This is an optimization exercise on Yosys and OpenROAD, whose aim is a short achievable clock period and few clock cycles, not a production implementation.
At most, simulation tests tie the RTL to the original design; equivalence was not proved.

==> flow/design.v (excerpt) <==
module cpu (
    input  logic       CLOCK
  , input  logic       RESET
  , input  logic [7:0] read_bus
  , output logic [3:0] ctrl_bus
  , output logic [7:0] addr_bus
  , output logic [7:0] write_bus
  , output logic [7:0] OUT
);
  logic [7:0] a, sp, last;
  logic       fc, fz, fs, fo, fu;
  logic [7:0] addr_q, wd_q;
  logic       wr_q;
  logic [7:0] fp;             
  logic [7:0] hd;             
  logic [7:0] hd1, hd2;       
  logic [4:0] hdw1;           
  logic [7:0] q [0:3];        
  logic [2:0] qn;             
  logic       pv;             
  logic       rv;             
  logic       ph;             
  logic       whit;           
  localparam logic [1:0] S_DEC = 2'd0, S_A1 = 2'd1, S_A2 = 2'd2, S_A3 = 2'd3;
  logic [1:0] st;
  logic       i_add, i_cmp, i_push, i_pop, i_dsta, i_dstsp, i_r1, i_r2, i_w, i_wimm;
  logic [7:0] i_x, i_y, i_r2addr, i_db;
  assign addr_bus  = addr_q;
  assign write_bus = wd_q;
  assign ctrl_bus  = {2'b00, wr_q, 1'b0};
  assign OUT       = a;
  logic [7:0] vq [0:4];
  always_comb begin
    for (int i = 0; i < 5; i++) begin
      if (i < 4 && 3'(i) < qn) vq[i] = q[i[1:0]];
      else vq[i] = read_bus;
    end
  end
  logic [2:0] avail;
  assign avail = qn + {2'b00, rv};
  logic [7:0] o;
  assign o = vq[0];
  logic d_mac, d_add, d_cmp, d_push, d_pop, d_jmp, d_jcc, d_nop, d_hlt;
  always_comb begin
    d_mac  = ~(o[7] & o[6]);
    d_add  = o[7:6] == 2'b01;
    d_cmp  = o[7:6] == 2'b10;
    d_push = o[7:3] == 5'b11000;
    d_pop  = o[7:3] == 5'b11001;
    d_jmp  = o == 8'b11010000;
    d_jcc  = o[7:4] == 4'b1110;
    d_nop  = o == 8'b11111110;
    d_hlt  = o[7:6] == 2'b11 & ~(d_push | d_pop | d_jmp | d_jcc | d_nop);
  end
  logic [2:0] sm, dm;
  assign sm = o[2:0];
  assign dm = d_pop ? o[2:0] : o[5:3];
  logic has_sb, has_db, d_r1, d_r2, d_w, d_wimm, d_dsta, d_dstsp;
  always_comb begin
    has_sb  = (d_mac | d_push) & sm[1];
    has_db  = (d_mac | d_pop) & (dm[1:0] == 2'b10);
    d_r1    = ((d_mac | d_push) & (sm[1:0] == 2'b01 | sm[1:0] == 2'b10)) | d_pop;
    d_r2    = (d_add | d_cmp) & (dm[1:0] == 2'b01 | dm[1:0] == 2'b10);
    d_wimm  = has_db;
    d_w     = d_wimm | ((d_mac | d_pop) & dm == 3'b101) | d_push;
    d_dsta  = (d_mac | d_pop) & dm == 3'b000;
    d_dstsp = (d_mac | d_pop) & dm == 3'b100;
  end
  logic [1:0] nb;
  logic [2:0] need;
  logic [1:0] cons_n;
  ...
For scale: about 1600 cells after synthesis, ~160 flip-flops, roughly 38 I/O pins, roughly 12000 um^2 of cells after synthesis.
Settings: LEC_CHECK=0, ABC_CLOCK_PERIOD_IN_PS=2000, CAP_MARGIN=20, CORE_MARGIN=2, CORE_UTILIZATION=40, SETUP_SLACK_MARGIN=2.0, SLEW_MARGIN=20; clock period 4.0 ns.
run.sh (not shown) runs the stock make flow with config.mk's settings and CLKGATE_MAP_FILE= SYNTH_SCRIPT=/design/flow/synth_recipe.tcl, a recipe that flattens the netlist after the stock synthesis.
The starting point finished but fails on negative setup slack.
Next try:
ABC_CLOCK_PERIOD_IN_PS = unset   (was 2000)
SETUP_SLACK_MARGIN = unset   (was 2.0)
Outcome:
- The new run finished but failed the layout checks on negative setup slack
- first-iteration DRC count goes up by 18%
- final area went up by 5.1%
- worst hold slack degrades by 0.0043 ns
- wire length is higher by 4.3%
- global-route usage hardly moves
- critical path depth is higher by 2
No run of this note included a check of the RTL's function; only the layout flow was run.

---

Setup of v6:
Another version of the RTL of cpu (not shown whole).
export LEC_CHECK = 0
export ABC_CLOCK_PERIOD_IN_PS = 1500
export CAP_MARGIN = 20
export CORE_MARGIN = 2
export CORE_UTILIZATION = 40
export GPL_TIMING_DRIVEN = 1
export SLEW_MARGIN = 20
create_clock -name core_clock -period 4.0 [get_ports {CLOCK}]
Looking at the reports, v6 completed the entire flow and the layout it produced met the timing, design-rule and antenna checks.
Testbench counts of v6, summed over its fixed seeds: cycles 22,212.
Here is what was changed in the inputs of v7 compared with v6.
Settings: ABC_CLOCK_PERIOD_IN_PS: 1500 -> unset; SETUP_SLACK_MARGIN: unset -> 2.5; GPL_TIMING_DRIVEN: 1 -> unset; TNS_END_PERCENT: unset -> 100.
--- outcome ---
- Critical path depth | v7 above v6
- Diff v6 -> v7: all-layer global routing usage went up; count of clock buffers in the final design picked up an extra 2.6%; met3 capacity usage during global routing neither gained nor lost much.

---

Another version of the RTL of cpu (not shown whole).
Size: ~1700 cells after synthesis, roughly 38 I/O pins.
Design cpu, start of the top module:
module cpu (
    input  logic       CLOCK
  , input  logic       RESET
  , input  logic [7:0] read_bus
  , output logic [3:0] ctrl_bus
  , output logic [7:0] addr_bus
  , output logic [7:0] write_bus
  , output logic [7:0] OUT
);
Settings: LEC_CHECK=0, CAP_MARGIN=20, CORE_MARGIN=2, CORE_UTILIZATION=40, SLEW_MARGIN=20; clock period 4.0 ns.
The starting point finished but failed the layout checks on negative setup slack.
Edit:
ABC_CLOCK_PERIOD_IN_PS = 2500   (was not set)
SETUP_SLACK_MARGIN = 1.5   (was not set)
After rerunning: The changed run completed, yet does not pass: negative setup slack. Core utilization rose by 4.6 points. Sequential share of layout area goes down by 1.8 points. Synthesized area does not change. Die area stays the same. Non-clock buffer count goes up by 54. Hold slack stays flat.
Function was not checked in any run of this note: the RTL went through the layout flow alone.

---

Another version of the RTL of cpu (not shown whole).
Size in the first run: roughly 2500 cells after synthesis, ~360 flip-flops, ~38 I/O pins.
## cpu
module cpu (
    input  logic       CLOCK
  , input  logic       RESET
  , input  logic [7:0] read_bus
  , output logic [3:0] ctrl_bus
  , output logic [7:0] addr_bus
  , output logic [7:0] write_bus
  , output logic [7:0] OUT
);
  localparam int U_NB0 = 0, U_NB1 = 1, U_NB2 = 2, U_JMP = 3, U_JCC = 4, U_ADD = 5,
                 U_CMP = 6, U_PUSH = 7, U_POP = 8, U_ALU = 9, U_Z = 10, U_HLT = 11,
                 U_R1 = 12, U_R2 = 13, U_W = 14, U_WIMM = 15, U_DSTA = 16, U_DSTSP = 17,
                 U_YA = 18, U_YSP = 19, U_YIMM = 20, U_XA = 21, U_XSP = 22, U_R1S0 = 23,
                 U_R1S1 = 24, U_R2S0 = 25, U_R2S1 = 26, U_HSB = 27, U_W_ = 28;
  function automatic logic [U_W_-1:0] pdec(input logic [7:0] o);
    logic mac, add, cmp, push, pop, jmp, jcc, nop, hlt, hs, hd;
    logic [2:0] sm, dm;
    logic [U_W_-1:0] u;
    mac  = ~(o[7] & o[6]);
    add  = o[7:6] == 2'b01;
    cmp  = o[7:6] == 2'b10;
    push = o[7:3] == 5'b11000;
    pop  = o[7:3] == 5'b11001;
    jmp  = o == 8'b11010000;
    jcc  = o[7:4] == 4'b1110;
    nop  = o == 8'b11111110;
    hlt  = o[7:6] == 2'b11 & ~(push | pop | jmp | jcc | nop);
    sm   = o[2:0];
    dm   = pop ? o[2:0] : o[5:3];
    hs   = (mac | push) & sm[1];
    hd   = (mac | pop) & (dm[1:0] == 2'b10);
    u = '0;
    u[U_NB2]   = hs & hd;
    u[U_NB1]   = jmp | jcc | hs | hd;
    u[U_NB0]   = 1'b0;
    u[U_JMP]   = jmp;
    u[U_JCC]   = jcc;
    u[U_ADD]   = add;
    u[U_CMP]   = cmp;
    u[U_PUSH]  = push;
    u[U_POP]   = pop;
    u[U_ALU]   = mac | push | pop;
    u[U_Z]     = jmp | jcc | nop | hlt;
    u[U_HLT]   = hlt;
    u[U_R1]    = ((mac | push) & (sm[1:0] == 2'b01 | sm[1:0] == 2'b10)) | pop;
    u[U_R2]    = (add | cmp) & (dm[1:0] == 2'b01 | dm[1:0] == 2'b10);
    u[U_W]     = hd | ((mac | pop) & dm == 3'b101) | push;
    u[U_WIMM]  = hd;
    u[U_DSTA]  = (mac | pop) & dm == 3'b000;
    u[U_DSTSP] = (mac | pop) & dm == 3'b100;
    u[U_YA]    = sm == 3'b000;
    u[U_YSP]   = sm == 3'b100;
    u[U_YIMM]  = sm[1:0] == 2'b11;
    u[U_XA]    = dm == 3'b000;
    u[U_XSP]   = dm == 3'b100;
    u[U_R1S0]  = ~pop & (sm[1:0] != 2'b10) & sm[2];
  ...
Settings: LEC_CHECK=0, CAP_MARGIN=20, CORE_MARGIN=2, CORE_UTILIZATION=55, SETUP_SLACK_MARGIN=2.5, SLEW_MARGIN=20; clock period 4.0 ns.
Testbench counts at the start, summed over its fixed seeds: cycles 23,184.
Edit:
- CORE_UTILIZATION: 55 -> 40
- SETUP_SLACK_MARGIN: 2.5 -> 2.0
Outcome:
- global-route usage drops by 17 points
- via count goes down by about 16%
- area after synthesis is unchanged
- worst setup slack is worse by 0.061 ns
- die area came out higher by 37%
- routed wire length decreases by about 25%
- count of clock-buffer cells in the layout stays the same
- fmax went down by about 2.3%
Edit:
- SETUP_SLACK_MARGIN: 2.0 -> 2.75
Effect: Sequential cell count does not change; worst hold slack is worse by 0.0046 ns; worst setup slack is better by 0.038 ns; count of clock-buffer cells in the layout falls by 1; critical path depth falls by 1; first-iteration DRC count rises by about 33%; synthesized area is unchanged; global-route usage rises by 6.1 points; core utilization rises by 9.0 points.
Edit:
- GPL_TIMING_DRIVEN: not set -> 1
- SETUP_SLACK_MARGIN: 2.75 -> 2.5
Count of clock-buffer cells in the layout went down by 5; design area goes down by a few percent; routed wire length shrinks by a few percent; final cell count falls slightly; sequential share of layout area rises by 1.1 points; maximum frequency increases slightly; setup slack gains 0.050 ns; non-clock buffer count goes down by 34; global-route usage went down by 3.7 points.
Edit:
- GPL_TIMING_DRIVEN: 1 -> not set
- SETUP_SLACK_MARGIN: 2.5 -> 2.25
=>
- synthesized cell count is unchanged
- via count goes down by about 4.3%
- wire length goes down by about 9%
- setup slack is better by 0.042 ns

static timing again, ports no longer ideal:
Ports are ideal in the flow. The routed layouts listed here were re-timed in OpenROAD. Step 1 assumes that a clkbuf_16 drives the clock port and a buf_2 every other input. Step 2 adds t to the input delays and takes it off the output delays; t is the mean of the earliest and latest rising clock arrival at the registers after step 1. Input paths then give back, and output paths get back, about the clock's delay inside the block. Three values: no drivers, after step 1, after step 2; two values: the first two.
| run | t, ns | setup slack, ns | slew at the worst register clock pin (ns) |
|---|---|---|---|
| the first run of note 1 | 0.503 | -1.319 / -1.319 / -1.778 | 0.08 / 0.08 |
| the second run of note 1 | 0.502 | -1.409 / -1.409 / -1.818 | 0.08 / 0.08 |
| v6 | 0.627 | 0.322 / 0.353 / -0.273 | 0.07 / 0.07 |
| v7 | 0.625 | 0.883 / 0.883 / 0.295 | 0.07 / 0.07 |
| the first run of note 3 | 0.502 | -0.356 / -0.356 / -0.750 | 0.08 / 0.08 |
| the second run of note 3 | 0.510 | -0.392 / -0.392 / -0.712 | 0.08 / 0.08 |
| the first run of note 4 | 0.661 | 1.365 / 1.365 / 1.088 | 0.08 / 0.08 |
| the second run of note 4 | 0.635 | 1.304 / 1.304 / 1.075 | 0.06 / 0.06 |
| the third run of note 4 | 0.645 | 1.342 / 1.342 / 1.150 | 0.08 / 0.08 |
| the fourth run of note 4 | 0.628 | 1.392 / 1.392 / 1.084 | 0.06 / 0.06 |
| the fifth run of note 4 | 0.629 | 1.433 / 1.433 / 1.040 | 0.06 / 0.06 |
With both steps, setup timing fails in v6, where it was met with ideal ports. For v6, which loses most, drivers alone change the setup slack by +0.031 ns; drivers and shift together by -0.595 ns.
